This design comes from an exercise in tuning for small area and a short achievable clock period on the open sky130 flow, not from production work.
At most, simulation tests tie the RTL to the original design; equivalence was not proved.
The RTL of run 2 was laid out without a check of its function.
Power figures rest on the tool's default switching activity, not on a simulated workload.

==> flow/design.v (outline; a module is shown in full before it is edited, if it fits) <==
// module Ques3: 52 lines
// module alu: 1697 lines
// module rd_bit: 21 lines
// module rd_bit2: 22 lines
// module g_inv: 5 lines
// module g_nand2: 5 lines
// module g_nor2: 5 lines
// module g_nand3: 5 lines
// module g_nor3: 5 lines
// module g_nand4: 5 lines
// module g_nor4: 5 lines
// module g_xor2: 5 lines
// module g_xnor2: 5 lines
// module g_a21oi: 5 lines
// module g_a31oi: 5 lines
// module g_o21ai: 5 lines
// module g_a22oi: 5 lines
// module g_a222oi: 5 lines
// module g_mux2: 5 lines
// module g_mux2i: 5 lines
module Ques3 (out, zero, Data_in, Read_Addr_1, Read_Addr_2, Write_Addr, Write_Enable, Clock, Mux_ctrl, opcode);
  // ...
==> flow/flow/run.sh <==
#!/bin/bash
set -euo pipefail
bash standard.sh synth > synth.log 2>&1
export PRE_FLOORPLAN_TCL="$PWD/flow/downsize.tcl"
export BUFFER_PORTS_ARGS="-buffer_cell sky130_fd_sc_hd__buf_4"
bash standard.sh finish > layout.log 2>&1
==> flow/flow/downsize.tcl <==
# Set every combinational cell from synthesis to the _1 drive of its own
# function (ABC maps the design's small gate modules at high drive); the
# flow's timing repair then upsizes the cells that timing needs. Registers
# keep their cell.
set block [ord::get_db_block]
set db [ord::get_db]
set n 0
foreach inst [$block getInsts] {
  set m [$inst getMaster]
  set name [$m getName]
  if {![regexp {^(sky130_fd_sc_hd__[a-z0-9]+)_([0-9]+)$} $name -> base drive]} { continue }
  if {$drive == 1 || $drive == 0} { continue }
  if {[string match "*df*" $base] || [string match "*dl*" $base] || [string match "*conb*" $base]} { continue }
  set small [$db findMaster "${base}_1"]
  if {$small == "NULL"} { continue }
  if {[$small getWidth] >= [$m getWidth]} { continue }
  $inst swapMaster $small
  incr n
}
puts "downsize: $n cells set to drive 1"
==> flow/standard.sh <==
#!/bin/bash
# synth_recipe.tcl (not shown) runs the flow's synth.tcl, then flattens the netlist and writes it again
# the make line also repeats each setting of config.mk as NAME=value (left out here)
make -C /OpenROAD-flow-scripts/flow DESIGN_CONFIG=/design/flow/config.mk WORK_HOME=/design/flow/orfs CLKGATE_MAP_FILE= SYNTH_SCRIPT=/design/flow/synth_recipe.tcl "${@:-finish}"
==> flow/config.mk <==
export PLATFORM = sky130hd
export DESIGN_NAME = Ques3
export DESIGN_NICKNAME = Ques3
export VERILOG_FILES = /design/flow/design.v
export SDC_FILE = /design/flow/constraint.sdc
export NUM_CORES = 4
export LEC_CHECK = 0
export CAP_MARGIN = 20
export CORE_MARGIN = 2
export CORE_UTILIZATION = 55
export CTS_CLUSTER_DIAMETER = 100
export CTS_CLUSTER_SIZE = 24
export PLACE_DENSITY = 0.72
export SETUP_SLACK_MARGIN = 2.5
export SLEW_MARGIN = 20
export SYNTH_HIERARCHICAL = 1
export SYNTH_MINIMUM_KEEP_SIZE = 0
==> flow/constraint.sdc <==
create_clock -name core_clock -period 11.0 [get_ports {Clock}]
set_input_delay 2.2000 -clock core_clock [delete_from_list [all_inputs] [get_ports {Clock}]]
set_output_delay 2.2000 -clock core_clock [all_outputs]
set_load 0.01 [all_outputs]
==> results by group, run 1 <==
Pwr
  • Sequential cell power: 4.58 mW
  • Highest-power group: registers
  • Leak: 17.6 nW
  • Clock-net power: 2.00 mW
  • NetSw: 2.76 mW
  • Worst vdd ir: 0.150 mV
  • Sequential share of power: 51.7%

STA
  • Hold Vio Cnt, Final: 0
  • Fmax achieved: 0.116 GHz
  • Final hold slack: 1.82 ns

Finish
  • Max reg flops: 1024
  • Register area: 0.0307 mm²
  • Non-clk buf share: 6.99%
  • Most common cell after layout, fill and taps aside: edfxtp_1

Floorplanning
  • Total core area: 0.0822 mm²
  • Die ar.: 0.0856 mm²
  • Initial Utilization: 55.7%
  • Ports: 86
  • Die W: 293 µm

Critical path
  • Critical Path Max Stage Delay: 0.63 ns
  • Cell-by-cell trace of the critical path: buf_4 > or3b_4 > nor2_1 > buf_6 > a222oi_1 > nand4_1 > buf_4 > nor3_4 > buf_12 > buf_4 > clkinvlp_4 > nor2_1 > nand2_1 > a22oi_2 > a22oi_2 > nor2_2 > a22oi_2 > nand3_1 > buf_4
  • CP Class: in2out
  • CP endpoint kind: output pin
  • FF-to-FF path depth: 12
  • WP data required: 8.80 ns
  • Reg-to-Reg End: Reg_File[22][5]
  • Critical Path Stages: 19
  • CP top delay family: simple AND/OR/NAND/NOR gates

CTS
  • Cts repair resizes: 255
  • Hold-fix buffers, CTS: 0
  • Root Driver: clkbuf_16

Routing
  • Vias/cell: 8.30
  • Post-route DRC: 0
  • Starting DRT DRC Count: 9941
  • Highest routed layer: met4

Worst hold path
  • Hold Path Cell Cnt: 7
  • Worst hold endpoint: Reg_File[16][31]

Synth
  • Synth warn: 7

GRT
  • Global route overflow: 0
  • Global Route met2 Usage: 62.2%
  • GRT Util Overall: 41.8%

Outcome
  • Status: complete, no violations
==> module Ques3, before the edit <==
module Ques3 (out, zero, Data_in, Read_Addr_1, Read_Addr_2, Write_Addr, Write_Enable, Clock, Mux_ctrl, opcode);
  output [31:0] out;
  output zero;
  input  [31:0] Data_in;
  input  [4:0]  Read_Addr_1, Read_Addr_2, Write_Addr;
  input  [2:0]  opcode;
  input         Write_Enable, Clock, Mux_ctrl;
  reg  [31:0] Reg_File [0:31];
  wire [1023:0] q;
  genvar g, k;
  generate
    for (k = 0; k < 32; k = k + 1) begin : rd
      assign q[32*k +: 32] = Reg_File[k];
    end
  endgenerate
  wire [3:0] npa1 = ~(4'd1 << Read_Addr_1[1:0]);
  wire [7:0] npb1 = ~(8'd1 << Read_Addr_1[4:2]);
  wire [3:0] npa2 = ~(4'd1 << Read_Addr_2[1:0]);
  wire [7:0] npb2 = ~(8'd1 << Read_Addr_2[4:2]);
  wire [31:0] sel1_lo, sel1_hi, sel2_lo, sel2_hi;
  generate
    for (k = 0; k < 32; k = k + 1) begin : dec
      g_nor2 D1L (.a(npa1[k % 4]), .b(npb1[k / 4]), .y(sel1_lo[k]));
      g_nor2 D1H (.a(npa1[k % 4]), .b(npb1[k / 4]), .y(sel1_hi[k]));
      g_nor2 D2L (.a(npa2[k % 4]), .b(npb2[k / 4]), .y(sel2_lo[k]));
      g_nor2 D2H (.a(npa2[k % 4]), .b(npb2[k / 4]), .y(sel2_hi[k]));
    end
  endgenerate
  wire [31:0] nA, nB;
  wire [4:0]  nBs;    
  generate
    for (g = 0; g < 32; g = g + 1) begin : bt
      wire [31:0] col;
      for (k = 0; k < 32; k = k + 1) begin : c
        assign col[k] = q[32*k + g];
      end
      wire [31:0] sl1 = (g < 16) ? sel1_lo : sel1_hi;
      wire [31:0] sl2 = (g < 16) ? sel2_lo : sel2_hi;
      rd_bit R1 (.q(col), .sel(sl1), .nd(nA[g]));
      if (g < 5) begin : s2
        rd_bit2 R2 (.q(col), .sel(sl2), .nd(nB[g]), .nd2(nBs[g]));
      end else begin : n2
        rd_bit R2 (.q(col), .sel(sl2), .nd(nB[g]));
      end
    end
  endgenerate
  alu ALU (.nA(nA), .nB(nB), .nBs(nBs), .opcode(opcode), .out(out), .zero(zero));
  wire [31:0] wdata = Mux_ctrl ? out : Data_in;
  always @(posedge Clock)
    if (Write_Enable)
      Reg_File[Write_Addr] <= wdata;
endmodule
==> run 2: changes to the inputs <==
--- a/flow/design.v
+++ b/flow/design.v
@@ -1,94 +1,65 @@
 module Ques3 (out, zero, Data_in, Read_Addr_1, Read_Addr_2, Write_Addr, Write_Enable, Clock, Mux_ctrl, opcode);
   output [31:0] out;
   output zero;
   input  [31:0] Data_in;
   input  [4:0]  Read_Addr_1, Read_Addr_2, Write_Addr;
   input  [2:0]  opcode;
   input         Write_Enable, Clock, Mux_ctrl;
-  reg  [31:0] Reg_File [0:31];
-  wire [1023:0] q;
-  genvar g, k;
-  generate
-    for (k = 0; k < 32; k = k + 1) begin : rd
-      assign q[32*k +: 32] = Reg_File[k];
-    end
-  endgenerate
-  wire [3:0] npa1 = ~(4'd1 << Read_Addr_1[1:0]);
-  wire [7:0] npb1 = ~(8'd1 << Read_Addr_1[4:2]);
-  wire [3:0] npa2 = ~(4'd1 << Read_Addr_2[1:0]);
-  wire [7:0] npb2 = ~(8'd1 << Read_Addr_2[4:2]);
-  wire [31:0] sel1_lo, sel1_hi, sel2_lo, sel2_hi;
-  generate
-    for (k = 0; k < 32; k = k + 1) begin : dec
-      g_nor2 D1L (.a(npa1[k % 4]), .b(npb1[k / 4]), .y(sel1_lo[k]));
-      g_nor2 D1H (.a(npa1[k % 4]), .b(npb1[k / 4]), .y(sel1_hi[k]));
-      g_nor2 D2L (.a(npa2[k % 4]), .b(npb2[k / 4]), .y(sel2_lo[k]));
-      g_nor2 D2H (.a(npa2[k % 4]), .b(npb2[k / 4]), .y(sel2_hi[k]));
-    end
-  endgenerate
+  reg  [1023:0] Reg_File;
+  wire [31:0] sel1 = 32'd1 << Read_Addr_1;
+  wire [31:0] sel2 = 32'd1 << Read_Addr_2;
   wire [31:0] nA, nB;
-  wire [4:0]  nBs;    
+  genvar g, k;
   generate
     for (g = 0; g < 32; g = g + 1) begin : bt
       wire [31:0] col;
       for (k = 0; k < 32; k = k + 1) begin : c
-        assign col[k] = q[32*k + g];
-      end
-      wire [31:0] sl1 = (g < 16) ? sel1_lo : sel1_hi;
-      wire [31:0] sl2 = (g < 16) ? sel2_lo : sel2_hi;
-      rd_bit R1 (.q(col), .sel(sl1), .nd(nA[g]));
-      if (g < 5) begin : s2
-        rd_bit2 R2 (.q(col), .sel(sl2), .nd(nB[g]), .nd2(nBs[g]));
-      end else begin : n2
-        rd_bit R2 (.q(col), .sel(sl2), .nd(nB[g]));
+        assign col[k] = Reg_File[32*k + g];
       end
+      rd_bit R1 (.q(col), .sel(sel1), .nd(nA[g]));
+      rd_bit R2 (.q(col), .sel(sel2), .nd(nB[g]));
     end
   endgenerate
-  alu ALU (.nA(nA), .nB(nB), .nBs(nBs), .opcode(opcode), .out(out), .zero(zero));
+  alu ALU (.nA(nA), .nB(nB), .opcode(opcode), .out(out), .zero(zero));
   wire [31:0] wdata = Mux_ctrl ? out : Data_in;
-  always @(posedge Clock)
-    if (Write_Enable)
-      Reg_File[Write_Addr] <= wdata;
+  wire [31:0] wsel  = 32'd1 << Write_Addr;
+  generate
+    for (g = 0; g < 32; g = g + 1) begin : row
+      always @(posedge Clock)
+        if (Write_Enable & wsel[g])
+          Reg_File[32*g +: 32] <= wdata;
+    end
+  endgenerate
 endmodule
-module alu (nA, nB, nBs, opcode, out, zero);
+module alu (nA, nB, opcode, out, zero);
   input  [31:0] nA, nB;
-  input  [4:0]  nBs;
   input  [2:0]  opcode;
   output [31:0] out;
   output        zero;
   wire sub    = (opcode == 3'd1);
   wire inc    = (opcode == 3'd5);
   wire arith  = (opcode == 3'd0) | sub | inc;
   wire is_and = (opcode == 3'd2);
   wire is_xor = (opcode == 3'd3);
   wire is_or  = (opcode == 3'd4);
   wire shl    = (opcode == 3'd6);
   wire shr    = (opcode == 3'd7);
-  wire ag     = is_and | is_or;
-  wire ap     = is_xor | is_or;
   wire right  = shr;
   wire cin    = sub | inc;
   wire k0     = ~sub & ~inc;    
   wire k1     = sub & ~inc;     
-  wire big;           
-  wire shl_ok, shr_ok;
-  wire nshl = ~shl;
-  wire nshr = ~shr;
-  wire [4:0] sh = ~nBs;
+  wire big = ~&nB[31:5];
+  wire [4:0] sh = ~nB[4:0];
   wire shk_0 = sh[0], kpk_0 = ~sh[0];
   wire shk_1 = sh[1], kpk_1 = ~sh[1];
   wire shk_2 = sh[2], kpk_2 = ~sh[2];
-  wire shk_3 = sh[3], kpk_3 = ~sh[3];
+  wire shk_3 = sh[3] & ~big, kpk_3 = ~sh[3] & ~big;
   wire shk_4 = sh[4], kpk_4 = ~sh[4];
-  wire shift  = shl | shr;
-  wire lgc    = ~arith & ~shift;
-  wire shift_big = shift & big;
-  wire [31:0] nmask = ~(32'hFFFFFFFF >> sh);
   wire nb2_0;
   wire p_0;
   wire g_0;
   wire t_0;
   wire nb2_1;
   wire p_1;
   wire g_1;
   wire t_1;
@@ -762,146 +733,16 @@
   wire n2_29;
   wire n3_29;
   wire n1_30;
   wire n2_30;
   wire n3_30;
   wire n1_31;
   wire n2_31;
   wire n3_31;
-  wire bx_0;
-  wire bx_1;
-  wire bx_2;
-  wire bx_3;
-  wire bx_4;
-  wire bx_5;
-  wire bx_6;
-  wire by_0;
-  wire by_1;
-  wire zx_0;
-  wire zx_1;
-  wire zx_2;
-  wire zx_3;
-  wire zx_4;
-  wire zx_5;
-  wire zx_6;
-  wire zx_7;
-  wire zx_8;
-  wire zx_9;
-  wire zx_10;
-  wire zx_11;
-  wire zx_12;
-  wire zx_13;
-  wire zx_14;
-  wire zx_15;
-  wire zx_16;
-  wire zx_17;
-  wire zx_18;
-  wire zx_19;
-  wire zx_20;
-  wire zx_21;
-  wire zx_22;
-  wire zx_23;
-  wire zx_24;
-  wire zx_25;
-  wire zx_26;
-  wire zx_27;
-  wire zx_28;
-  wire zx_29;
-  wire zx_30;
-  wire zx_31;
-  wire zar_a0;
-  wire zar_a1;
-  wire zar_a2;
-  wire zar_a3;
-  wire zar_a4;
-  wire zar_a5;
-  wire zar_a6;
-  wire zar_a7;
-  wire zar_a8;
-  wire zar_a9;
-  wire zar_a10;
-  wire zar_a11;
-  wire zar_a12;
-  wire zar_a13;
-  wire zar_a14;
-  wire zar_a15;
-  wire zar_b0;
-  wire zar_b1;
-  wire zar_b2;
-  wire zar_b3;
-  wire zar_c0;
-  wire zar_c1;
-  wire t_ar;
-  wire zy_0;
-  wire zy_1;
-  wire zy_2;
-  wire zy_3;
-  wire zy_4;
-  wire zy_5;
-  wire zy_6;
-  wire zy_7;
-  wire zy_8;
-  wire zy_9;
-  wire zy_10;
-  wire zy_11;
-  wire zy_12;
-  wire zy_13;
-  wire zy_14;
-  wire zy_15;
-  wire zy_16;
-  wire zy_17;
-  wire zy_18;
-  wire zy_19;
-  wire zy_20;
-  wire zy_21;
-  wire zy_22;
-  wire zy_23;
-  wire zy_24;
-  wire zy_25;
-  wire zy_26;
-  wire zy_27;
-  wire zy_28;
-  wire zy_29;
-  wire zy_30;
-  wire zy_31;
-  wire zsh_a0;
-  wire zsh_a1;
-  wire zsh_a2;
-  wire zsh_a3;
-  wire zsh_a4;
-  wire zsh_a5;
-  wire zsh_a6;
-  wire zsh_a7;
-  wire zsh_a8;
-  wire zsh_a9;
-  wire zsh_a10;
-  wire zsh_a11;
-  wire zsh_a12;
-  wire zsh_a13;
-  wire zsh_a14;
-  wire zsh_a15;
-  wire zsh_b0;
-  wire zsh_b1;
-  wire zsh_b2;
-  wire zsh_b3;
-  wire zsh_c0;
-  wire zsh_c1;
-  wire t_sh;
-  wire zlg_a0;
-  wire zlg_a1;
-  wire zlg_a2;
-  wire zlg_a3;
-  wire zlg_a4;
-  wire zlg_a5;
-  wire zlg_a6;
-  wire zlg_a7;
-  wire zlg_b0;
-  wire zlg_b1;
-  wire t_lg;
   g_mux2i u1 (.a0(k0), .a1(k1), .s(nB[0]), .y(nb2_0));
   g_xor2 u2 (.a(nA[0]), .b(nb2_0), .y(p_0));
   g_nor2 u3 (.a(nA[0]), .b(nb2_0), .y(g_0));
   g_nand2 u4 (.a(nA[0]), .b(nb2_0), .y(t_0));
   g_mux2i u5 (.a0(k0), .a1(k1), .s(nB[1]), .y(nb2_1));
   g_xor2 u6 (.a(nA[1]), .b(nb2_1), .y(p_1));
   g_nor2 u7 (.a(nA[1]), .b(nb2_1), .y(g_1));
   g_nand2 u8 (.a(nA[1]), .b(nb2_1), .y(t_1));
@@ -1479,278 +1320,158 @@
   g_a22oi u580 (.a1(sh3_8), .a2(shk_4), .b1(sh3_24), .b2(kpk_4), .y(sh4_24));
   g_a22oi u581 (.a1(sh3_9), .a2(shk_4), .b1(sh3_25), .b2(kpk_4), .y(sh4_25));
   g_a22oi u582 (.a1(sh3_10), .a2(shk_4), .b1(sh3_26), .b2(kpk_4), .y(sh4_26));
   g_a22oi u583 (.a1(sh3_11), .a2(shk_4), .b1(sh3_27), .b2(kpk_4), .y(sh4_27));
   g_a22oi u584 (.a1(sh3_12), .a2(shk_4), .b1(sh3_28), .b2(kpk_4), .y(sh4_28));
   g_a22oi u585 (.a1(sh3_13), .a2(shk_4), .b1(sh3_29), .b2(kpk_4), .y(sh4_29));
   g_a22oi u586 (.a1(sh3_14), .a2(shk_4), .b1(sh3_30), .b2(kpk_4), .y(sh4_30));
   g_a22oi u587 (.a1(sh3_15), .a2(shk_4), .b1(sh3_31), .b2(kpk_4), .y(sh4_31));
-  g_a22oi u588 (.a1(ag), .a2(g_0), .b1(ap), .b2(p_0), .y(n1_0));
-  g_a22oi u589 (.a1(shl_ok), .a2(sh4_0), .b1(shr_ok), .b2(sh4_31), .y(n2_0));
+  g_a222oi u588 (.a1(is_and), .a2(g_0), .b1(is_xor), .b2(p_0), .c1(is_or), .c2(t_0), .y(n1_0));
+  g_a22oi u589 (.a1(shl), .a2(sh4_0), .b1(shr), .b2(sh4_31), .y(n2_0));
   g_nand2 u590 (.a(arith), .b(sum_0), .y(n3_0));
   g_nand3 u591 (.a(n1_0), .b(n2_0), .c(n3_0), .y(out[0]));
-  g_a22oi u592 (.a1(ag), .a2(g_1), .b1(ap), .b2(p_1), .y(n1_1));
-  g_a22oi u593 (.a1(shl_ok), .a2(sh4_1), .b1(shr_ok), .b2(sh4_30), .y(n2_1));
+  g_a222oi u592 (.a1(is_and), .a2(g_1), .b1(is_xor), .b2(p_1), .c1(is_or), .c2(t_1), .y(n1_1));
+  g_a22oi u593 (.a1(shl), .a2(sh4_1), .b1(shr), .b2(sh4_30), .y(n2_1));
   g_nand2 u594 (.a(arith), .b(sum_1), .y(n3_1));
   g_nand3 u595 (.a(n1_1), .b(n2_1), .c(n3_1), .y(out[1]));
-  g_a22oi u596 (.a1(ag), .a2(g_2), .b1(ap), .b2(p_2), .y(n1_2));
-  g_a22oi u597 (.a1(shl_ok), .a2(sh4_2), .b1(shr_ok), .b2(sh4_29), .y(n2_2));
+  g_a222oi u596 (.a1(is_and), .a2(g_2), .b1(is_xor), .b2(p_2), .c1(is_or), .c2(t_2), .y(n1_2));
+  g_a22oi u597 (.a1(shl), .a2(sh4_2), .b1(shr), .b2(sh4_29), .y(n2_2));
   g_nand2 u598 (.a(arith), .b(sum_2), .y(n3_2));
   g_nand3 u599 (.a(n1_2), .b(n2_2), .c(n3_2), .y(out[2]));
-  g_a22oi u600 (.a1(ag), .a2(g_3), .b1(ap), .b2(p_3), .y(n1_3));
-  g_a22oi u601 (.a1(shl_ok), .a2(sh4_3), .b1(shr_ok), .b2(sh4_28), .y(n2_3));
+  g_a222oi u600 (.a1(is_and), .a2(g_3), .b1(is_xor), .b2(p_3), .c1(is_or), .c2(t_3), .y(n1_3));
+  g_a22oi u601 (.a1(shl), .a2(sh4_3), .b1(shr), .b2(sh4_28), .y(n2_3));
   g_nand2 u602 (.a(arith), .b(sum_3), .y(n3_3));
   g_nand3 u603 (.a(n1_3), .b(n2_3), .c(n3_3), .y(out[3]));
-  g_a22oi u604 (.a1(ag), .a2(g_4), .b1(ap), .b2(p_4), .y(n1_4));
-  g_a22oi u605 (.a1(shl_ok), .a2(sh4_4), .b1(shr_ok), .b2(sh4_27), .y(n2_4));
+  g_a222oi u604 (.a1(is_and), .a2(g_4), .b1(is_xor), .b2(p_4), .c1(is_or), .c2(t_4), .y(n1_4));
+  g_a22oi u605 (.a1(shl), .a2(sh4_4), .b1(shr), .b2(sh4_27), .y(n2_4));
   g_nand2 u606 (.a(arith), .b(sum_4), .y(n3_4));
   g_nand3 u607 (.a(n1_4), .b(n2_4), .c(n3_4), .y(out[4]));
-  g_a22oi u608 (.a1(ag), .a2(g_5), .b1(ap), .b2(p_5), .y(n1_5));
-  g_a22oi u609 (.a1(shl_ok), .a2(sh4_5), .b1(shr_ok), .b2(sh4_26), .y(n2_5));
+  g_a222oi u608 (.a1(is_and), .a2(g_5), .b1(is_xor), .b2(p_5), .c1(is_or), .c2(t_5), .y(n1_5));
+  g_a22oi u609 (.a1(shl), .a2(sh4_5), .b1(shr), .b2(sh4_26), .y(n2_5));
   g_nand2 u610 (.a(arith), .b(sum_5), .y(n3_5));
   g_nand3 u611 (.a(n1_5), .b(n2_5), .c(n3_5), .y(out[5]));
-  g_a22oi u612 (.a1(ag), .a2(g_6), .b1(ap), .b2(p_6), .y(n1_6));
-  g_a22oi u613 (.a1(shl_ok), .a2(sh4_6), .b1(shr_ok), .b2(sh4_25), .y(n2_6));
+  g_a222oi u612 (.a1(is_and), .a2(g_6), .b1(is_xor), .b2(p_6), .c1(is_or), .c2(t_6), .y(n1_6));
+  g_a22oi u613 (.a1(shl), .a2(sh4_6), .b1(shr), .b2(sh4_25), .y(n2_6));
   g_nand2 u614 (.a(arith), .b(sum_6), .y(n3_6));
   g_nand3 u615 (.a(n1_6), .b(n2_6), .c(n3_6), .y(out[6]));
-  g_a22oi u616 (.a1(ag), .a2(g_7), .b1(ap), .b2(p_7), .y(n1_7));
-  g_a22oi u617 (.a1(shl_ok), .a2(sh4_7), .b1(shr_ok), .b2(sh4_24), .y(n2_7));
+  g_a222oi u616 (.a1(is_and), .a2(g_7), .b1(is_xor), .b2(p_7), .c1(is_or), .c2(t_7), .y(n1_7));
+  g_a22oi u617 (.a1(shl), .a2(sh4_7), .b1(shr), .b2(sh4_24), .y(n2_7));
   g_nand2 u618 (.a(arith), .b(sum_7), .y(n3_7));
   g_nand3 u619 (.a(n1_7), .b(n2_7), .c(n3_7), .y(out[7]));
-  g_a22oi u620 (.a1(ag), .a2(g_8), .b1(ap), .b2(p_8), .y(n1_8));
-  g_a22oi u621 (.a1(shl_ok), .a2(sh4_8), .b1(shr_ok), .b2(sh4_23), .y(n2_8));
+  g_a222oi u620 (.a1(is_and), .a2(g_8), .b1(is_xor), .b2(p_8), .c1(is_or), .c2(t_8), .y(n1_8));
+  g_a22oi u621 (.a1(shl), .a2(sh4_8), .b1(shr), .b2(sh4_23), .y(n2_8));
   g_nand2 u622 (.a(arith), .b(sum_8), .y(n3_8));
   g_nand3 u623 (.a(n1_8), .b(n2_8), .c(n3_8), .y(out[8]));
-  g_a22oi u624 (.a1(ag), .a2(g_9), .b1(ap), .b2(p_9), .y(n1_9));
-  g_a22oi u625 (.a1(shl_ok), .a2(sh4_9), .b1(shr_ok), .b2(sh4_22), .y(n2_9));
+  g_a222oi u624 (.a1(is_and), .a2(g_9), .b1(is_xor), .b2(p_9), .c1(is_or), .c2(t_9), .y(n1_9));
+  g_a22oi u625 (.a1(shl), .a2(sh4_9), .b1(shr), .b2(sh4_22), .y(n2_9));
   g_nand2 u626 (.a(arith), .b(sum_9), .y(n3_9));
   g_nand3 u627 (.a(n1_9), .b(n2_9), .c(n3_9), .y(out[9]));
-  g_a22oi u628 (.a1(ag), .a2(g_10), .b1(ap), .b2(p_10), .y(n1_10));
-  g_a22oi u629 (.a1(shl_ok), .a2(sh4_10), .b1(shr_ok), .b2(sh4_21), .y(n2_10));
+  g_a222oi u628 (.a1(is_and), .a2(g_10), .b1(is_xor), .b2(p_10), .c1(is_or), .c2(t_10), .y(n1_10));
+  g_a22oi u629 (.a1(shl), .a2(sh4_10), .b1(shr), .b2(sh4_21), .y(n2_10));
   g_nand2 u630 (.a(arith), .b(sum_10), .y(n3_10));
   g_nand3 u631 (.a(n1_10), .b(n2_10), .c(n3_10), .y(out[10]));
-  g_a22oi u632 (.a1(ag), .a2(g_11), .b1(ap), .b2(p_11), .y(n1_11));
-  g_a22oi u633 (.a1(shl_ok), .a2(sh4_11), .b1(shr_ok), .b2(sh4_20), .y(n2_11));
+  g_a222oi u632 (.a1(is_and), .a2(g_11), .b1(is_xor), .b2(p_11), .c1(is_or), .c2(t_11), .y(n1_11));
+  g_a22oi u633 (.a1(shl), .a2(sh4_11), .b1(shr), .b2(sh4_20), .y(n2_11));
   g_nand2 u634 (.a(arith), .b(sum_11), .y(n3_11));
   g_nand3 u635 (.a(n1_11), .b(n2_11), .c(n3_11), .y(out[11]));
-  g_a22oi u636 (.a1(ag), .a2(g_12), .b1(ap), .b2(p_12), .y(n1_12));
-  g_a22oi u637 (.a1(shl_ok), .a2(sh4_12), .b1(shr_ok), .b2(sh4_19), .y(n2_12));
+  g_a222oi u636 (.a1(is_and), .a2(g_12), .b1(is_xor), .b2(p_12), .c1(is_or), .c2(t_12), .y(n1_12));
+  g_a22oi u637 (.a1(shl), .a2(sh4_12), .b1(shr), .b2(sh4_19), .y(n2_12));
   g_nand2 u638 (.a(arith), .b(sum_12), .y(n3_12));
   g_nand3 u639 (.a(n1_12), .b(n2_12), .c(n3_12), .y(out[12]));
-  g_a22oi u640 (.a1(ag), .a2(g_13), .b1(ap), .b2(p_13), .y(n1_13));
-  g_a22oi u641 (.a1(shl_ok), .a2(sh4_13), .b1(shr_ok), .b2(sh4_18), .y(n2_13));
+  g_a222oi u640 (.a1(is_and), .a2(g_13), .b1(is_xor), .b2(p_13), .c1(is_or), .c2(t_13), .y(n1_13));
+  g_a22oi u641 (.a1(shl), .a2(sh4_13), .b1(shr), .b2(sh4_18), .y(n2_13));
   g_nand2 u642 (.a(arith), .b(sum_13), .y(n3_13));
   g_nand3 u643 (.a(n1_13), .b(n2_13), .c(n3_13), .y(out[13]));
-  g_a22oi u644 (.a1(ag), .a2(g_14), .b1(ap), .b2(p_14), .y(n1_14));
-  g_a22oi u645 (.a1(shl_ok), .a2(sh4_14), .b1(shr_ok), .b2(sh4_17), .y(n2_14));
+  g_a222oi u644 (.a1(is_and), .a2(g_14), .b1(is_xor), .b2(p_14), .c1(is_or), .c2(t_14), .y(n1_14));
+  g_a22oi u645 (.a1(shl), .a2(sh4_14), .b1(shr), .b2(sh4_17), .y(n2_14));
   g_nand2 u646 (.a(arith), .b(sum_14), .y(n3_14));
   g_nand3 u647 (.a(n1_14), .b(n2_14), .c(n3_14), .y(out[14]));
-  g_a22oi u648 (.a1(ag), .a2(g_15), .b1(ap), .b2(p_15), .y(n1_15));
-  g_a22oi u649 (.a1(shl_ok), .a2(sh4_15), .b1(shr_ok), .b2(sh4_16), .y(n2_15));
+  g_a222oi u648 (.a1(is_and), .a2(g_15), .b1(is_xor), .b2(p_15), .c1(is_or), .c2(t_15), .y(n1_15));
+  g_a22oi u649 (.a1(shl), .a2(sh4_15), .b1(shr), .b2(sh4_16), .y(n2_15));
   g_nand2 u650 (.a(arith), .b(sum_15), .y(n3_15));
   g_nand3 u651 (.a(n1_15), .b(n2_15), .c(n3_15), .y(out[15]));
-  g_a22oi u652 (.a1(ag), .a2(g_16), .b1(ap), .b2(p_16), .y(n1_16));
-  g_a22oi u653 (.a1(shl_ok), .a2(sh4_16), .b1(shr_ok), .b2(sh4_15), .y(n2_16));
+  g_a222oi u652 (.a1(is_and), .a2(g_16), .b1(is_xor), .b2(p_16), .c1(is_or), .c2(t_16), .y(n1_16));
+  g_a22oi u653 (.a1(shl), .a2(sh4_16), .b1(shr), .b2(sh4_15), .y(n2_16));
   g_nand2 u654 (.a(arith), .b(sum_16), .y(n3_16));
   g_nand3 u655 (.a(n1_16), .b(n2_16), .c(n3_16), .y(out[16]));
-  g_a22oi u656 (.a1(ag), .a2(g_17), .b1(ap), .b2(p_17), .y(n1_17));
-  g_a22oi u657 (.a1(shl_ok), .a2(sh4_17), .b1(shr_ok), .b2(sh4_14), .y(n2_17));
+  g_a222oi u656 (.a1(is_and), .a2(g_17), .b1(is_xor), .b2(p_17), .c1(is_or), .c2(t_17), .y(n1_17));
+  g_a22oi u657 (.a1(shl), .a2(sh4_17), .b1(shr), .b2(sh4_14), .y(n2_17));
   g_nand2 u658 (.a(arith), .b(sum_17), .y(n3_17));
   g_nand3 u659 (.a(n1_17), .b(n2_17), .c(n3_17), .y(out[17]));
-  g_a22oi u660 (.a1(ag), .a2(g_18), .b1(ap), .b2(p_18), .y(n1_18));
-  g_a22oi u661 (.a1(shl_ok), .a2(sh4_18), .b1(shr_ok), .b2(sh4_13), .y(n2_18));
+  g_a222oi u660 (.a1(is_and), .a2(g_18), .b1(is_xor), .b2(p_18), .c1(is_or), .c2(t_18), .y(n1_18));
+  g_a22oi u661 (.a1(shl), .a2(sh4_18), .b1(shr), .b2(sh4_13), .y(n2_18));
   g_nand2 u662 (.a(arith), .b(sum_18), .y(n3_18));
   g_nand3 u663 (.a(n1_18), .b(n2_18), .c(n3_18), .y(out[18]));
-  g_a22oi u664 (.a1(ag), .a2(g_19), .b1(ap), .b2(p_19), .y(n1_19));
-  g_a22oi u665 (.a1(shl_ok), .a2(sh4_19), .b1(shr_ok), .b2(sh4_12), .y(n2_19));
+  g_a222oi u664 (.a1(is_and), .a2(g_19), .b1(is_xor), .b2(p_19), .c1(is_or), .c2(t_19), .y(n1_19));
+  g_a22oi u665 (.a1(shl), .a2(sh4_19), .b1(shr), .b2(sh4_12), .y(n2_19));
   g_nand2 u666 (.a(arith), .b(sum_19), .y(n3_19));
   g_nand3 u667 (.a(n1_19), .b(n2_19), .c(n3_19), .y(out[19]));
-  g_a22oi u668 (.a1(ag), .a2(g_20), .b1(ap), .b2(p_20), .y(n1_20));
-  g_a22oi u669 (.a1(shl_ok), .a2(sh4_20), .b1(shr_ok), .b2(sh4_11), .y(n2_20));
+  g_a222oi u668 (.a1(is_and), .a2(g_20), .b1(is_xor), .b2(p_20), .c1(is_or), .c2(t_20), .y(n1_20));
+  g_a22oi u669 (.a1(shl), .a2(sh4_20), .b1(shr), .b2(sh4_11), .y(n2_20));
   g_nand2 u670 (.a(arith), .b(sum_20), .y(n3_20));
   g_nand3 u671 (.a(n1_20), .b(n2_20), .c(n3_20), .y(out[20]));
-  g_a22oi u672 (.a1(ag), .a2(g_21), .b1(ap), .b2(p_21), .y(n1_21));
-  g_a22oi u673 (.a1(shl_ok), .a2(sh4_21), .b1(shr_ok), .b2(sh4_10), .y(n2_21));
+  g_a222oi u672 (.a1(is_and), .a2(g_21), .b1(is_xor), .b2(p_21), .c1(is_or), .c2(t_21), .y(n1_21));
+  g_a22oi u673 (.a1(shl), .a2(sh4_21), .b1(shr), .b2(sh4_10), .y(n2_21));
   g_nand2 u674 (.a(arith), .b(sum_21), .y(n3_21));
   g_nand3 u675 (.a(n1_21), .b(n2_21), .c(n3_21), .y(out[21]));
-  g_a22oi u676 (.a1(ag), .a2(g_22), .b1(ap), .b2(p_22), .y(n1_22));
-  g_a22oi u677 (.a1(shl_ok), .a2(sh4_22), .b1(shr_ok), .b2(sh4_9), .y(n2_22));
+  g_a222oi u676 (.a1(is_and), .a2(g_22), .b1(is_xor), .b2(p_22), .c1(is_or), .c2(t_22), .y(n1_22));
+  g_a22oi u677 (.a1(shl), .a2(sh4_22), .b1(shr), .b2(sh4_9), .y(n2_22));
   g_nand2 u678 (.a(arith), .b(sum_22), .y(n3_22));
   g_nand3 u679 (.a(n1_22), .b(n2_22), .c(n3_22), .y(out[22]));
-  g_a22oi u680 (.a1(ag), .a2(g_23), .b1(ap), .b2(p_23), .y(n1_23));
-  g_a22oi u681 (.a1(shl_ok), .a2(sh4_23), .b1(shr_ok), .b2(sh4_8), .y(n2_23));
+  g_a222oi u680 (.a1(is_and), .a2(g_23), .b1(is_xor), .b2(p_23), .c1(is_or), .c2(t_23), .y(n1_23));
+  g_a22oi u681 (.a1(shl), .a2(sh4_23), .b1(shr), .b2(sh4_8), .y(n2_23));
   g_nand2 u682 (.a(arith), .b(sum_23), .y(n3_23));
   g_nand3 u683 (.a(n1_23), .b(n2_23), .c(n3_23), .y(out[23]));
-  g_a22oi u684 (.a1(ag), .a2(g_24), .b1(ap), .b2(p_24), .y(n1_24));
-  g_a22oi u685 (.a1(shl_ok), .a2(sh4_24), .b1(shr_ok), .b2(sh4_7), .y(n2_24));
+  g_a222oi u684 (.a1(is_and), .a2(g_24), .b1(is_xor), .b2(p_24), .c1(is_or), .c2(t_24), .y(n1_24));
+  g_a22oi u685 (.a1(shl), .a2(sh4_24), .b1(shr), .b2(sh4_7), .y(n2_24));
   g_nand2 u686 (.a(arith), .b(sum_24), .y(n3_24));
   g_nand3 u687 (.a(n1_24), .b(n2_24), .c(n3_24), .y(out[24]));
-  g_a22oi u688 (.a1(ag), .a2(g_25), .b1(ap), .b2(p_25), .y(n1_25));
-  g_a22oi u689 (.a1(shl_ok), .a2(sh4_25), .b1(shr_ok), .b2(sh4_6), .y(n2_25));
+  g_a222oi u688 (.a1(is_and), .a2(g_25), .b1(is_xor), .b2(p_25), .c1(is_or), .c2(t_25), .y(n1_25));
+  g_a22oi u689 (.a1(shl), .a2(sh4_25), .b1(shr), .b2(sh4_6), .y(n2_25));
   g_nand2 u690 (.a(arith), .b(sum_25), .y(n3_25));
   g_nand3 u691 (.a(n1_25), .b(n2_25), .c(n3_25), .y(out[25]));
-  g_a22oi u692 (.a1(ag), .a2(g_26), .b1(ap), .b2(p_26), .y(n1_26));
-  g_a22oi u693 (.a1(shl_ok), .a2(sh4_26), .b1(shr_ok), .b2(sh4_5), .y(n2_26));
+  g_a222oi u692 (.a1(is_and), .a2(g_26), .b1(is_xor), .b2(p_26), .c1(is_or), .c2(t_26), .y(n1_26));
+  g_a22oi u693 (.a1(shl), .a2(sh4_26), .b1(shr), .b2(sh4_5), .y(n2_26));
   g_nand2 u694 (.a(arith), .b(sum_26), .y(n3_26));
   g_nand3 u695 (.a(n1_26), .b(n2_26), .c(n3_26), .y(out[26]));
-  g_a22oi u696 (.a1(ag), .a2(g_27), .b1(ap), .b2(p_27), .y(n1_27));
-  g_a22oi u697 (.a1(shl_ok), .a2(sh4_27), .b1(shr_ok), .b2(sh4_4), .y(n2_27));
+  g_a222oi u696 (.a1(is_and), .a2(g_27), .b1(is_xor), .b2(p_27), .c1(is_or), .c2(t_27), .y(n1_27));
+  g_a22oi u697 (.a1(shl), .a2(sh4_27), .b1(shr), .b2(sh4_4), .y(n2_27));
   g_nand2 u698 (.a(arith), .b(sum_27), .y(n3_27));
   g_nand3 u699 (.a(n1_27), .b(n2_27), .c(n3_27), .y(out[27]));
-  g_a22oi u700 (.a1(ag), .a2(g_28), .b1(ap), .b2(p_28), .y(n1_28));
-  g_a22oi u701 (.a1(shl_ok), .a2(sh4_28), .b1(shr_ok), .b2(sh4_3), .y(n2_28));
+  g_a222oi u700 (.a1(is_and), .a2(g_28), .b1(is_xor), .b2(p_28), .c1(is_or), .c2(t_28), .y(n1_28));
+  g_a22oi u701 (.a1(shl), .a2(sh4_28), .b1(shr), .b2(sh4_3), .y(n2_28));
   g_nand2 u702 (.a(arith), .b(sum_28), .y(n3_28));
   g_nand3 u703 (.a(n1_28), .b(n2_28), .c(n3_28), .y(out[28]));
-  g_a22oi u704 (.a1(ag), .a2(g_29), .b1(ap), .b2(p_29), .y(n1_29));
-  g_a22oi u705 (.a1(shl_ok), .a2(sh4_29), .b1(shr_ok), .b2(sh4_2), .y(n2_29));
+  g_a222oi u704 (.a1(is_and), .a2(g_29), .b1(is_xor), .b2(p_29), .c1(is_or), .c2(t_29), .y(n1_29));
+  g_a22oi u705 (.a1(shl), .a2(sh4_29), .b1(shr), .b2(sh4_2), .y(n2_29));
   g_nand2 u706 (.a(arith), .b(sum_29), .y(n3_29));
   g_nand3 u707 (.a(n1_29), .b(n2_29), .c(n3_29), .y(out[29]));
-  g_a22oi u708 (.a1(ag), .a2(g_30), .b1(ap), .b2(p_30), .y(n1_30));
-  g_a22oi u709 (.a1(shl_ok), .a2(sh4_30), .b1(shr_ok), .b2(sh4_1), .y(n2_30));
+  g_a222oi u708 (.a1(is_and), .a2(g_30), .b1(is_xor), .b2(p_30), .c1(is_or), .c2(t_30), .y(n1_30));
+  g_a22oi u709 (.a1(shl), .a2(sh4_30), .b1(shr), .b2(sh4_1), .y(n2_30));
   g_nand2 u710 (.a(arith), .b(sum_30), .y(n3_30));
   g_nand3 u711 (.a(n1_30), .b(n2_30), .c(n3_30), .y(out[30]));
-  g_a22oi u712 (.a1(ag), .a2(g_31), .b1(ap), .b2(p_31), .y(n1_31));
-  g_a22oi u713 (.a1(shl_ok), .a2(sh4_31), .b1(shr_ok), .b2(sh4_0), .y(n2_31));
+  g_a222oi u712 (.a1(is_and), .a2(g_31), .b1(is_xor), .b2(p_31), .c1(is_or), .c2(t_31), .y(n1_31));
+  g_a22oi u713 (.a1(shl), .a2(sh4_31), .b1(shr), .b2(sh4_0), .y(n2_31));
   g_nand2 u714 (.a(arith), .b(sum_31), .y(n3_31));
   g_nand3 u715 (.a(n1_31), .b(n2_31), .c(n3_31), .y(out[31]));
-  g_nand4 u716 (.a(nB[5]), .b(nB[6]), .c(nB[7]), .d(nB[8]), .y(bx_0));
-  g_nand4 u717 (.a(nB[9]), .b(nB[10]), .c(nB[11]), .d(nB[12]), .y(bx_1));
-  g_nand4 u718 (.a(nB[13]), .b(nB[14]), .c(nB[15]), .d(nB[16]), .y(bx_2));
-  g_nand4 u719 (.a(nB[17]), .b(nB[18]), .c(nB[19]), .d(nB[20]), .y(bx_3));
-  g_nand4 u720 (.a(nB[21]), .b(nB[22]), .c(nB[23]), .d(nB[24]), .y(bx_4));
-  g_nand4 u721 (.a(nB[25]), .b(nB[26]), .c(nB[27]), .d(nB[28]), .y(bx_5));
-  g_nand3 u722 (.a(nB[29]), .b(nB[30]), .c(nB[31]), .y(bx_6));
-  g_nor4 u723 (.a(bx_0), .b(bx_1), .c(bx_2), .d(bx_3), .y(by_0));
-  g_nor3 u724 (.a(bx_4), .b(bx_5), .c(bx_6), .y(by_1));
-  g_nand2 u725 (.a(by_0), .b(by_1), .y(big));
-  g_nor2 u726 (.a(big), .b(nshl), .y(shl_ok));
-  g_nor2 u727 (.a(big), .b(nshr), .y(shr_ok));
-  g_xor2 u728 (.a(p_0), .b(cin), .y(zx_0));
-  g_xor2 u729 (.a(p_1), .b(t_0), .y(zx_1));
-  g_xor2 u730 (.a(p_2), .b(t_1), .y(zx_2));
-  g_xor2 u731 (.a(p_3), .b(t_2), .y(zx_3));
-  g_xor2 u732 (.a(p_4), .b(t_3), .y(zx_4));
-  g_xor2 u733 (.a(p_5), .b(t_4), .y(zx_5));
-  g_xor2 u734 (.a(p_6), .b(t_5), .y(zx_6));
-  g_xor2 u735 (.a(p_7), .b(t_6), .y(zx_7));
-  g_xor2 u736 (.a(p_8), .b(t_7), .y(zx_8));
-  g_xor2 u737 (.a(p_9), .b(t_8), .y(zx_9));
-  g_xor2 u738 (.a(p_10), .b(t_9), .y(zx_10));
-  g_xor2 u739 (.a(p_11), .b(t_10), .y(zx_11));
-  g_xor2 u740 (.a(p_12), .b(t_11), .y(zx_12));
-  g_xor2 u741 (.a(p_13), .b(t_12), .y(zx_13));
-  g_xor2 u742 (.a(p_14), .b(t_13), .y(zx_14));
-  g_xor2 u743 (.a(p_15), .b(t_14), .y(zx_15));
-  g_xor2 u744 (.a(p_16), .b(t_15), .y(zx_16));
-  g_xor2 u745 (.a(p_17), .b(t_16), .y(zx_17));
-  g_xor2 u746 (.a(p_18), .b(t_17), .y(zx_18));
-  g_xor2 u747 (.a(p_19), .b(t_18), .y(zx_19));
-  g_xor2 u748 (.a(p_20), .b(t_19), .y(zx_20));
-  g_xor2 u749 (.a(p_21), .b(t_20), .y(zx_21));
-  g_xor2 u750 (.a(p_22), .b(t_21), .y(zx_22));
-  g_xor2 u751 (.a(p_23), .b(t_22), .y(zx_23));
-  g_xor2 u752 (.a(p_24), .b(t_23), .y(zx_24));
-  g_xor2 u753 (.a(p_25), .b(t_24), .y(zx_25));
-  g_xor2 u754 (.a(p_26), .b(t_25), .y(zx_26));
-  g_xor2 u755 (.a(p_27), .b(t_26), .y(zx_27));
-  g_xor2 u756 (.a(p_28), .b(t_27), .y(zx_28));
-  g_xor2 u757 (.a(p_29), .b(t_28), .y(zx_29));
-  g_xor2 u758 (.a(p_30), .b(t_29), .y(zx_30));
-  g_xor2 u759 (.a(p_31), .b(t_30), .y(zx_31));
-  g_nor2 u760 (.a(zx_0), .b(zx_1), .y(zar_a0));
-  g_nor2 u761 (.a(zx_2), .b(zx_3), .y(zar_a1));
-  g_nor2 u762 (.a(zx_4), .b(zx_5), .y(zar_a2));
-  g_nor2 u763 (.a(zx_6), .b(zx_7), .y(zar_a3));
-  g_nor2 u764 (.a(zx_8), .b(zx_9), .y(zar_a4));
-  g_nor2 u765 (.a(zx_10), .b(zx_11), .y(zar_a5));
-  g_nor2 u766 (.a(zx_12), .b(zx_13), .y(zar_a6));
-  g_nor2 u767 (.a(zx_14), .b(zx_15), .y(zar_a7));
-  g_nor2 u768 (.a(zx_16), .b(zx_17), .y(zar_a8));
-  g_nor2 u769 (.a(zx_18), .b(zx_19), .y(zar_a9));
-  g_nor2 u770 (.a(zx_20), .b(zx_21), .y(zar_a10));
-  g_nor2 u771 (.a(zx_22), .b(zx_23), .y(zar_a11));
-  g_nor2 u772 (.a(zx_24), .b(zx_25), .y(zar_a12));
-  g_nor2 u773 (.a(zx_26), .b(zx_27), .y(zar_a13));
-  g_nor2 u774 (.a(zx_28), .b(zx_29), .y(zar_a14));
-  g_nor2 u775 (.a(zx_30), .b(zx_31), .y(zar_a15));
-  g_nand4 u776 (.a(zar_a0), .b(zar_a1), .c(zar_a2), .d(zar_a3), .y(zar_b0));
-  g_nand4 u777 (.a(zar_a4), .b(zar_a5), .c(zar_a6), .d(zar_a7), .y(zar_b1));
-  g_nand4 u778 (.a(zar_a8), .b(zar_a9), .c(zar_a10), .d(zar_a11), .y(zar_b2));
-  g_nand4 u779 (.a(zar_a12), .b(zar_a13), .c(zar_a14), .d(zar_a15), .y(zar_b3));
-  g_nor2 u780 (.a(zar_b0), .b(zar_b1), .y(zar_c0));
-  g_nor2 u781 (.a(zar_b2), .b(zar_b3), .y(zar_c1));
-  g_nand3 u782 (.a(arith), .b(zar_c0), .c(zar_c1), .y(t_ar));
-  g_nor2 u783 (.a(nai_0), .b(nmask[0]), .y(zy_0));
-  g_nor2 u784 (.a(nai_1), .b(nmask[1]), .y(zy_1));
-  g_nor2 u785 (.a(nai_2), .b(nmask[2]), .y(zy_2));
-  g_nor2 u786 (.a(nai_3), .b(nmask[3]), .y(zy_3));
-  g_nor2 u787 (.a(nai_4), .b(nmask[4]), .y(zy_4));
-  g_nor2 u788 (.a(nai_5), .b(nmask[5]), .y(zy_5));
-  g_nor2 u789 (.a(nai_6), .b(nmask[6]), .y(zy_6));
-  g_nor2 u790 (.a(nai_7), .b(nmask[7]), .y(zy_7));
-  g_nor2 u791 (.a(nai_8), .b(nmask[8]), .y(zy_8));
-  g_nor2 u792 (.a(nai_9), .b(nmask[9]), .y(zy_9));
-  g_nor2 u793 (.a(nai_10), .b(nmask[10]), .y(zy_10));
-  g_nor2 u794 (.a(nai_11), .b(nmask[11]), .y(zy_11));
-  g_nor2 u795 (.a(nai_12), .b(nmask[12]), .y(zy_12));
-  g_nor2 u796 (.a(nai_13), .b(nmask[13]), .y(zy_13));
-  g_nor2 u797 (.a(nai_14), .b(nmask[14]), .y(zy_14));
-  g_nor2 u798 (.a(nai_15), .b(nmask[15]), .y(zy_15));
-  g_nor2 u799 (.a(nai_16), .b(nmask[16]), .y(zy_16));
-  g_nor2 u800 (.a(nai_17), .b(nmask[17]), .y(zy_17));
-  g_nor2 u801 (.a(nai_18), .b(nmask[18]), .y(zy_18));
-  g_nor2 u802 (.a(nai_19), .b(nmask[19]), .y(zy_19));
-  g_nor2 u803 (.a(nai_20), .b(nmask[20]), .y(zy_20));
-  g_nor2 u804 (.a(nai_21), .b(nmask[21]), .y(zy_21));
-  g_nor2 u805 (.a(nai_22), .b(nmask[22]), .y(zy_22));
-  g_nor2 u806 (.a(nai_23), .b(nmask[23]), .y(zy_23));
-  g_nor2 u807 (.a(nai_24), .b(nmask[24]), .y(zy_24));
-  g_nor2 u808 (.a(nai_25), .b(nmask[25]), .y(zy_25));
-  g_nor2 u809 (.a(nai_26), .b(nmask[26]), .y(zy_26));
-  g_nor2 u810 (.a(nai_27), .b(nmask[27]), .y(zy_27));
-  g_nor2 u811 (.a(nai_28), .b(nmask[28]), .y(zy_28));
-  g_nor2 u812 (.a(nai_29), .b(nmask[29]), .y(zy_29));
-  g_nor2 u813 (.a(nai_30), .b(nmask[30]), .y(zy_30));
-  g_nor2 u814 (.a(nai_31), .b(nmask[31]), .y(zy_31));
-  g_nor2 u815 (.a(zy_0), .b(zy_1), .y(zsh_a0));
-  g_nor2 u816 (.a(zy_2), .b(zy_3), .y(zsh_a1));
-  g_nor2 u817 (.a(zy_4), .b(zy_5), .y(zsh_a2));
-  g_nor2 u818 (.a(zy_6), .b(zy_7), .y(zsh_a3));
-  g_nor2 u819 (.a(zy_8), .b(zy_9), .y(zsh_a4));
-  g_nor2 u820 (.a(zy_10), .b(zy_11), .y(zsh_a5));
-  g_nor2 u821 (.a(zy_12), .b(zy_13), .y(zsh_a6));
-  g_nor2 u822 (.a(zy_14), .b(zy_15), .y(zsh_a7));
-  g_nor2 u823 (.a(zy_16), .b(zy_17), .y(zsh_a8));
-  g_nor2 u824 (.a(zy_18), .b(zy_19), .y(zsh_a9));
-  g_nor2 u825 (.a(zy_20), .b(zy_21), .y(zsh_a10));
-  g_nor2 u826 (.a(zy_22), .b(zy_23), .y(zsh_a11));
-  g_nor2 u827 (.a(zy_24), .b(zy_25), .y(zsh_a12));
-  g_nor2 u828 (.a(zy_26), .b(zy_27), .y(zsh_a13));
-  g_nor2 u829 (.a(zy_28), .b(zy_29), .y(zsh_a14));
-  g_nor2 u830 (.a(zy_30), .b(zy_31), .y(zsh_a15));
-  g_nand4 u831 (.a(zsh_a0), .b(zsh_a1), .c(zsh_a2), .d(zsh_a3), .y(zsh_b0));
-  g_nand4 u832 (.a(zsh_a4), .b(zsh_a5), .c(zsh_a6), .d(zsh_a7), .y(zsh_b1));
-  g_nand4 u833 (.a(zsh_a8), .b(zsh_a9), .c(zsh_a10), .d(zsh_a11), .y(zsh_b2));
-  g_nand4 u834 (.a(zsh_a12), .b(zsh_a13), .c(zsh_a14), .d(zsh_a15), .y(zsh_b3));
-  g_nor2 u835 (.a(zsh_b0), .b(zsh_b1), .y(zsh_c0));
-  g_nor2 u836 (.a(zsh_b2), .b(zsh_b3), .y(zsh_c1));
-  g_a31oi u837 (.a1(shift), .a2(zsh_c0), .a3(zsh_c1), .b1(shift_big), .y(t_sh));
-  g_nand4 u838 (.a(n1_0), .b(n1_1), .c(n1_2), .d(n1_3), .y(zlg_a0));
-  g_nand4 u839 (.a(n1_4), .b(n1_5), .c(n1_6), .d(n1_7), .y(zlg_a1));
-  g_nand4 u840 (.a(n1_8), .b(n1_9), .c(n1_10), .d(n1_11), .y(zlg_a2));
-  g_nand4 u841 (.a(n1_12), .b(n1_13), .c(n1_14), .d(n1_15), .y(zlg_a3));
-  g_nand4 u842 (.a(n1_16), .b(n1_17), .c(n1_18), .d(n1_19), .y(zlg_a4));
-  g_nand4 u843 (.a(n1_20), .b(n1_21), .c(n1_22), .d(n1_23), .y(zlg_a5));
-  g_nand4 u844 (.a(n1_24), .b(n1_25), .c(n1_26), .d(n1_27), .y(zlg_a6));
-  g_nand4 u845 (.a(n1_28), .b(n1_29), .c(n1_30), .d(n1_31), .y(zlg_a7));
-  g_nor4 u846 (.a(zlg_a0), .b(zlg_a1), .c(zlg_a2), .d(zlg_a3), .y(zlg_b0));
-  g_nor4 u847 (.a(zlg_a4), .b(zlg_a5), .c(zlg_a6), .d(zlg_a7), .y(zlg_b1));
-  g_nand3 u848 (.a(lgc), .b(zlg_b0), .c(zlg_b1), .y(t_lg));
-  g_nand3 u849 (.a(t_ar), .b(t_sh), .c(t_lg), .y(zero));
+  wire [31:0] p = {p_31, p_30, p_29, p_28, p_27, p_26, p_25, p_24, p_23, p_22, p_21, p_20, p_19, p_18, p_17, p_16, p_15, p_14, p_13, p_12, p_11, p_10, p_9, p_8, p_7, p_6, p_5, p_4, p_3, p_2, p_1, p_0};
+  wire [31:0] t = {t_31, t_30, t_29, t_28, t_27, t_26, t_25, t_24, t_23, t_22, t_21, t_20, t_19, t_18, t_17, t_16, t_15, t_14, t_13, t_12, t_11, t_10, t_9, t_8, t_7, t_6, t_5, t_4, t_3, t_2, t_1, t_0};
+  wire [31:0] gg = {g_31, g_30, g_29, g_28, g_27, g_26, g_25, g_24, g_23, g_22, g_21, g_20, g_19, g_18, g_17, g_16, g_15, g_14, g_13, g_12, g_11, g_10, g_9, g_8, g_7, g_6, g_5, g_4, g_3, g_2, g_1, g_0};
+  wire [31:0] a_in = ~{nai_31, nai_30, nai_29, nai_28, nai_27, nai_26, nai_25, nai_24, nai_23, nai_22, nai_21, nai_20, nai_19, nai_18, nai_17, nai_16, nai_15, nai_14, nai_13, nai_12, nai_11, nai_10, nai_9, nai_8, nai_7, nai_6, nai_5, nai_4, nai_3, nai_2, nai_1, nai_0};
+  wire        z_ar = ~|(p ^ {t[30:0], cin});
+  wire [31:0] mask = 32'hFFFFFFFF >> sh;
+  wire        z_sh = big | ~|(a_in & mask);
+  wire        z_lg = ~|((gg & {32{is_and}}) | (p & {32{is_xor}}) | (t & {32{is_or}}));
+  zero_sel ZS (.arith(arith), .shift(shl | shr), .z_ar(z_ar), .z_sh(z_sh), .z_lg(z_lg), .zero(zero));
+endmodule
+module zero_sel (arith, shift, z_ar, z_sh, z_lg, zero);
+  input arith, shift, z_ar, z_sh, z_lg;
+  output zero;
+  assign zero = arith ? z_ar : (shift ? z_sh : z_lg);
 endmodule
 module rd_bit (q, sel, nd);
   input  [31:0] q, sel;
   output        nd;
   wire [10:0] l;
   wire h0, h1, h2;
   g_a222oi t0 (.a1(q[0]), .a2(sel[0]), .b1(q[1]), .b2(sel[1]), .c1(q[2]), .c2(sel[2]), .y(l[0]));
   g_a222oi t1 (.a1(q[3]), .a2(sel[3]), .b1(q[4]), .b2(sel[4]), .c1(q[5]), .c2(sel[5]), .y(l[1]));
@@ -1763,38 +1484,16 @@
   g_a222oi t8 (.a1(q[24]), .a2(sel[24]), .b1(q[25]), .b2(sel[25]), .c1(q[26]), .c2(sel[26]), .y(l[8]));
   g_a222oi t9 (.a1(q[27]), .a2(sel[27]), .b1(q[28]), .b2(sel[28]), .c1(q[29]), .c2(sel[29]), .y(l[9]));
   g_a22oi  t10 (.a1(q[30]), .a2(sel[30]), .b1(q[31]), .b2(sel[31]), .y(l[10]));
   g_nand4  n0 (.a(l[0]), .b(l[1]), .c(l[2]), .d(l[3]), .y(h0));
   g_nand4  n1 (.a(l[4]), .b(l[5]), .c(l[6]), .d(l[7]), .y(h1));
   g_nand3  n2 (.a(l[8]), .b(l[9]), .c(l[10]), .y(h2));
   g_nor3   n3 (.a(h0), .b(h1), .c(h2), .y(nd));
 endmodule
-module rd_bit2 (q, sel, nd, nd2);
-  input  [31:0] q, sel;
-  output        nd, nd2;
-  wire [10:0] l;
-  wire h0, h1, h2;
-  g_a222oi t0 (.a1(q[0]), .a2(sel[0]), .b1(q[1]), .b2(sel[1]), .c1(q[2]), .c2(sel[2]), .y(l[0]));
-  g_a222oi t1 (.a1(q[3]), .a2(sel[3]), .b1(q[4]), .b2(sel[4]), .c1(q[5]), .c2(sel[5]), .y(l[1]));
-  g_a222oi t2 (.a1(q[6]), .a2(sel[6]), .b1(q[7]), .b2(sel[7]), .c1(q[8]), .c2(sel[8]), .y(l[2]));
-  g_a222oi t3 (.a1(q[9]), .a2(sel[9]), .b1(q[10]), .b2(sel[10]), .c1(q[11]), .c2(sel[11]), .y(l[3]));
-  g_a222oi t4 (.a1(q[12]), .a2(sel[12]), .b1(q[13]), .b2(sel[13]), .c1(q[14]), .c2(sel[14]), .y(l[4]));
-  g_a222oi t5 (.a1(q[15]), .a2(sel[15]), .b1(q[16]), .b2(sel[16]), .c1(q[17]), .c2(sel[17]), .y(l[5]));
-  g_a222oi t6 (.a1(q[18]), .a2(sel[18]), .b1(q[19]), .b2(sel[19]), .c1(q[20]), .c2(sel[20]), .y(l[6]));
-  g_a222oi t7 (.a1(q[21]), .a2(sel[21]), .b1(q[22]), .b2(sel[22]), .c1(q[23]), .c2(sel[23]), .y(l[7]));
-  g_a222oi t8 (.a1(q[24]), .a2(sel[24]), .b1(q[25]), .b2(sel[25]), .c1(q[26]), .c2(sel[26]), .y(l[8]));
-  g_a222oi t9 (.a1(q[27]), .a2(sel[27]), .b1(q[28]), .b2(sel[28]), .c1(q[29]), .c2(sel[29]), .y(l[9]));
-  g_a22oi  t10 (.a1(q[30]), .a2(sel[30]), .b1(q[31]), .b2(sel[31]), .y(l[10]));
-  g_nand4  n0 (.a(l[0]), .b(l[1]), .c(l[2]), .d(l[3]), .y(h0));
-  g_nand4  n1 (.a(l[4]), .b(l[5]), .c(l[6]), .d(l[7]), .y(h1));
-  g_nand3  n2 (.a(l[8]), .b(l[9]), .c(l[10]), .y(h2));
-  g_nor3   n3 (.a(h0), .b(h1), .c(h2), .y(nd));
-  g_nor3   n4 (.a(h0), .b(h1), .c(h2), .y(nd2));
-endmodule
 module g_inv (a, y);
   input a;
   output y;
   assign y = ~a;
 endmodule
 module g_nand2 (a, b, y);
   input a, b;
   output y;
@@ -1815,41 +1514,31 @@
   output y;
   assign y = ~(a | b | c);
 endmodule
 module g_nand4 (a, b, c, d, y);
   input a, b, c, d;
   output y;
   assign y = ~(a & b & c & d);
 endmodule
-module g_nor4 (a, b, c, d, y);
-  input a, b, c, d;
-  output y;
-  assign y = ~(a | b | c | d);
-endmodule
 module g_xor2 (a, b, y);
   input a, b;
   output y;
   assign y = a ^ b;
 endmodule
 module g_xnor2 (a, b, y);
   input a, b;
   output y;
   assign y = ~(a ^ b);
 endmodule
 module g_a21oi (a1, a2, b1, y);
   input a1, a2, b1;
   output y;
   assign y = ~((a1 & a2) | b1);
 endmodule
-module g_a31oi (a1, a2, a3, b1, y);
-  input a1, a2, a3, b1;
-  output y;
-  assign y = ~((a1 & a2 & a3) | b1);
-endmodule
 module g_o21ai (a1, a2, b1, y);
   input a1, a2, b1;
   output y;
   assign y = ~((a1 | a2) & b1);
 endmodule
 module g_a22oi (a1, a2, b1, b2, y);
   input a1, a2, b1, b2;
   output y;
==> flow/run.sh (new file) <==
#!/bin/bash
# synth_recipe.tcl (not shown) runs the flow's synth.tcl, then flattens the netlist and writes it again
# the make line also repeats each setting of config.mk as NAME=value (left out here)
make -C /OpenROAD-flow-scripts/flow DESIGN_CONFIG=/design/flow/config.mk WORK_HOME=/design/flow/orfs CLKGATE_MAP_FILE= SYNTH_SCRIPT=/design/flow/synth_recipe.tcl finish
==> flow/config.mk (replaced) <==
export PLATFORM = sky130hd
export DESIGN_NAME = Ques3
export DESIGN_NICKNAME = Ques3
export VERILOG_FILES = /design/flow/design.v
export SDC_FILE = /design/flow/constraint.sdc
export NUM_CORES = 4
export LEC_CHECK = 0
export CAP_MARGIN = 20
export CORE_MARGIN = 2
export CORE_UTILIZATION = 40
export SLEW_MARGIN = 20
export SYNTH_HIERARCHICAL = 1
export SYNTH_MINIMUM_KEEP_SIZE = 0
removed: flow/flow/run.sh
removed: flow/flow/downsize.tcl
removed: flow/standard.sh
==> results by group, run 2 <==
Outcome
  • Status: complete, no violations (unchanged)

Critical path
  • CP Max Fanout: 32 (was 16)
  • Cell-by-cell trace of the critical path: clkdlybuf4s50_1 > or3b_1 > nor2_4 > a222oi_1 > nand4_1 > nor3_2 > mux2i_1 > xor2_1 > xor2_1 > nor4_1 > nand4_1 > nor4_1 > nand2_1 > o21ai_1 > clkdlybuf4s50_1 (was buf_4 > or3b_4 > nor2_1 > buf_6 > a222oi_1 > nand4_1 > buf_4 > nor3_4 > buf_12 > buf_4 > clkinvlp_4 > nor2_1 > nand2_1 > a22oi_2 > a22oi_2 > nor2_2 > a22oi_2 > nand3_1 > buf_4)
  • Startpoint Class: primary input (unchanged)
  • WP data required: 8.80 ns (about the same)
  • CP top delay family: simple AND/OR/NAND/NOR gates (unchanged)
  • CP Class: in2out (unchanged)
  • CP endpoint kind: output pin (unchanged)
  • Slowest CP cell: nor2_4 (was a222oi_1)
  • Data arrival, critical path: 8.45 ns (was 6.44 ns)
  • Critical Path Max Stage Delay: 1.00 ns (was 0.63 ns)
  • CP Buf/Inv Count: 2 (was 7)

CTS
  • Clock slew at reported path FFs: 0.06 ns (was 0.10 ns)
  • Hold-fix buffers, CTS: 0 (unchanged)
  • CTS Sinks: 1024 (unchanged)
  • Max Buffers Root-to-Sink: 3 (unchanged)
  • Post CTS Setup Buffer Count: 0 (was 62)
  • Worst skew pair latency: 0.70 ns (was 0.66 ns)
  • CTS Buf Count: 102 (was 49)
  • Cts repair resizes: 0 (was 255)
  • CTS tree: yes (unchanged)
  • H-tree levels: 3 (was 2)
  • Root Driver: clkbuf_16 (unchanged)

Synth
  • Top-count cell post-synth: edfxtp_1
  • Post-synth EDFFs: 1024
  • Register area share after synthesis: 64.7%
  • Yosys top cell area share: 64.7%
  • Asr flop ratio synth: 0%
  • Synthesized area: 0.0475 mm²
  • Mean Syn Cell Area: 15.6 µm²
  • Post-Syn Nets: 3101 (was 3194)
  • Area leader, netlist: edfxtp_1
  • Area contributors post-synth: edfxtp_1 (65%), a222oi_1 (14%), a22oi_2 (5.9%)
  • Synth Flop Type: edfxtp_1
  • Mapped Cells: 3048 (was 3141)
  • Library cells used by synthesis: 54
  • Synth warn: 7 (unchanged)
  • Flops & latches, synth: 1024
  • Commonest cells post-synth: edfxtp_1 (1024), a222oi_1 (672), a22oi_2 (225)

GRT
  • Antenna violations before repair: 14 (was 3)
  • Global route overflow: 0 (unchanged)
  • Largest net degree at the start of global routing: 44 (was 50)
  • GRT Util Overall: 30.5% (was 41.8%)
  • Vias in the first global route: 34724 (was 36452)
  • First-pass GRT wire length: 265000 µm (was 257000 µm)

Floorplanning
  • Die W: 349 µm (was 293 µm)
  • Total core area: 0.118 mm² (was 0.0822 mm²)
  • Initial Utilization: 40.3% (was 55.7%)
  • Die height: 349 µm (was 293 µm)
  • Die ar.: 0.122 mm² (was 0.0856 mm²)
  • Rows: 126 (was 105)
  • Ports: 86 (unchanged)

Finish
  • Final std cells w/o fill: 5013 (was 4693)
  • Top Registers: Reg_File x1024 (unchanged)
  • Most frequent cells in the layout: edfxtp_1 (1024), a222oi_1 (672), a22oi_2 (225), buf_4 (153) (was edfxtp_1 (1024), a222oi_1 (640), buf_4 (364), nor2_1 (225), nand4_1 (152))
  • Share of post-route cells with drive strength above 1: 23.6% (was 27.2%)
  • Most common cell after layout, fill and taps aside: edfxtp_1 (unchanged)
  • Fillers: 10189 (was 5695)
  • Area taken by multi-input logic gates: 0.0174 mm² (was 0.0177 mm²)
  • Max reg flops: 1024 (unchanged)
  • Area growth, synth to finish: 17.0%
  • NumNets Final: 3432 (was 3666)
  • Register area: 0.0307 mm² (unchanged)

Run
  • Maximum capacitance violations: 0 (unchanged)

Placement
  • Hpwl dp: 123000 µm (was 118000 µm)
  • Placed Instances: 4805 (was 4450)
  • Buffers on Ports: 85 (unchanged)
  • Placer Congestion: 1.01 (about the same)

STA
  • Final hold slack: 1.54 ns (was 1.82 ns)
  • Setup-failing EPs final: 0 (unchanged)
  • Slew Viols, Final: 0 (unchanged)
  • Period utilization: 96.8% (was 78.6%)
  • RSZ-0062 raised after global routing: false (was true)
  • Hold Vio Cnt, Final: 0 (unchanged)
  • Setup tns final: 0 ns (unchanged)
  • Worst clock skew: 0.0337 ns (was 0.0307 ns)
  • Slew margin rel.: 16.3% (was 11.2%)
  • Tightest Pin Transition: 1.25 ns (was 1.33 ns)
  • Fmax achieved: 0.0939 GHz (was 0.116 GHz)
  • Final period demand of the worst path: 10.65 ns (was 8.64 ns)

Routing
  • Routed WL: 191000 µm (was 186000 µm)
  • Vias/cell: 7.43 (was 8.30)
  • Met1 WL: 68900 µm (was 62000 µm)
  • Highest routed layer: met5 (was met4)
  • Starting DRT DRC Count: 8541 (was 9941)
  • Routed wire per std cell: 38.1 µm (was 39.7 µm)
  • WL met3: 26500 µm (was 29800 µm)
  • Post-route DRC: 0 (unchanged)
  • Metal2 WL: 83800 µm (was 79900 µm)
  • DR pass1 iterations: 14 (was 15)
  • Number of antenna-violating nets in the routed design: 0 (unchanged)
  • Vias: 37239 (was 38959)

Pwr
  • Internal power: 7.10 mW (was 6.09 mW)
  • Clock power frac: 34.5% (was 22.6%)
  • Leak: 17.0 nW (was 17.6 nW)
  • Combinational fraction of design power: 20.4% (was 25.7%)
  • Worst vdd ir: 0.130 mV (was 0.150 mV)
  • NetSw: 3.04 mW (was 2.76 mW)
  • Sequential share of power: 45.1% (was 51.7%)
  • Cell Pwr Density: 182 mW/mm² (was 161 mW/mm²)
  • Switching share of power: 29.9% (was 31.2%)

Worst hold path
  • Min-delay worst type: reg2reg (unchanged)
[run 2: final timing paths]
path                                     start       endpoint  slack, ns  cells after the start
worst max-delay path            Read_Addr_2[1]           zero       0.35                     15
worst min-delay path             Reg_File[918]  Reg_File[790]       1.54                      8
worst max register to register   Reg_File[392]  Reg_File[496]       5.27                     14
worst min register to register   Reg_File[918]  Reg_File[790]       1.54                      8
[run 2: through the flow]
step	power (mW)	setup WS [ns]	util [%]	area, µm²
floorplan	5.79	0.530	-	47500
global placement	6.66	0.639	44.2	52100
detailed placement	6.65	0.676	44.2	52200
CTS	10.1	0.648	47.0	55500
global route	10.4	0.319	47.2	55600
finish	10.1	0.353	47.2	55600
[run 2: cell type report]
cell class	instances	area share (%)
diodes	10	0.0450
clock buffers	129	4.81
clock inverters	63	1.12
inverters	18	0.121
multi-input cells	1988	31.3
flip-flops and latches	1024	55.3
well taps	1536	3.45
repair buffers	245	3.86
[run 2: metal layers]
layer / up-vias / global-route usage [%]
met5: - / 0
met4: 8 / 16.4
met3: 512 / 7.86
met2: 3092 / 45.8
met1: 18630 / 40.5
li1: 14997 / -
[run 2: power by group through the flow]
stage                     Combinational (mW)  Clock [mW]  Sequential (mW)
final                                   2.07        3.50             4.57
after global routing                    2.14        3.67             4.57
after CTS                               2.01        3.51             4.57
after detailed placement                2.00           0             4.65
after global placement                  2.01           0             4.65
after floorplan                         1.14           0             4.65
[run 2: cell families (layout without fill, tap and decap cells)]
group	count (synthesis)	count (layout)	synth area share, %
compound gates	1067	1067	22.7
mux	97	97	2.46
flops	1024	1024	64.7
xor+xnor	96	96	1.77
simple gates	728	728	8.10
buf+inv	36	455	0.329
other cells	0	10	0
[run 2: modules after synthesis, one instance, submodules excluded, a selection]
module    cells inside  flip-flops and latches  copies in the design  area [µm²]
g_inv                1                       0                     8        3.75
g_nor3               1                       0                    64        10.0
g_nor2               1                       0                    97        3.75
g_mux2i              1                       0                    32        10.0
alu                169                       0                     1        1100
zero_sel             3                       0                     1        18.8
g_o21ai              1                       0                    54        5.00
Ques3             1201                    1024                     1       31800
g_xor2               1                       0                    43        8.76
g_a222oi             1                       0                   672        10.0
[run 2: tightest hold or removal path, cell delays in order (launching register included)]
cell and delay (ns):
edfxtp_1 0.35, a222oi_1 0.07, nand3_1 0.09, nor3_2 0.11, xor2_1 0.24, xnor2_1 0.16, nand2_1 0.05, nand3_1 0.13
mux2_1 0.21
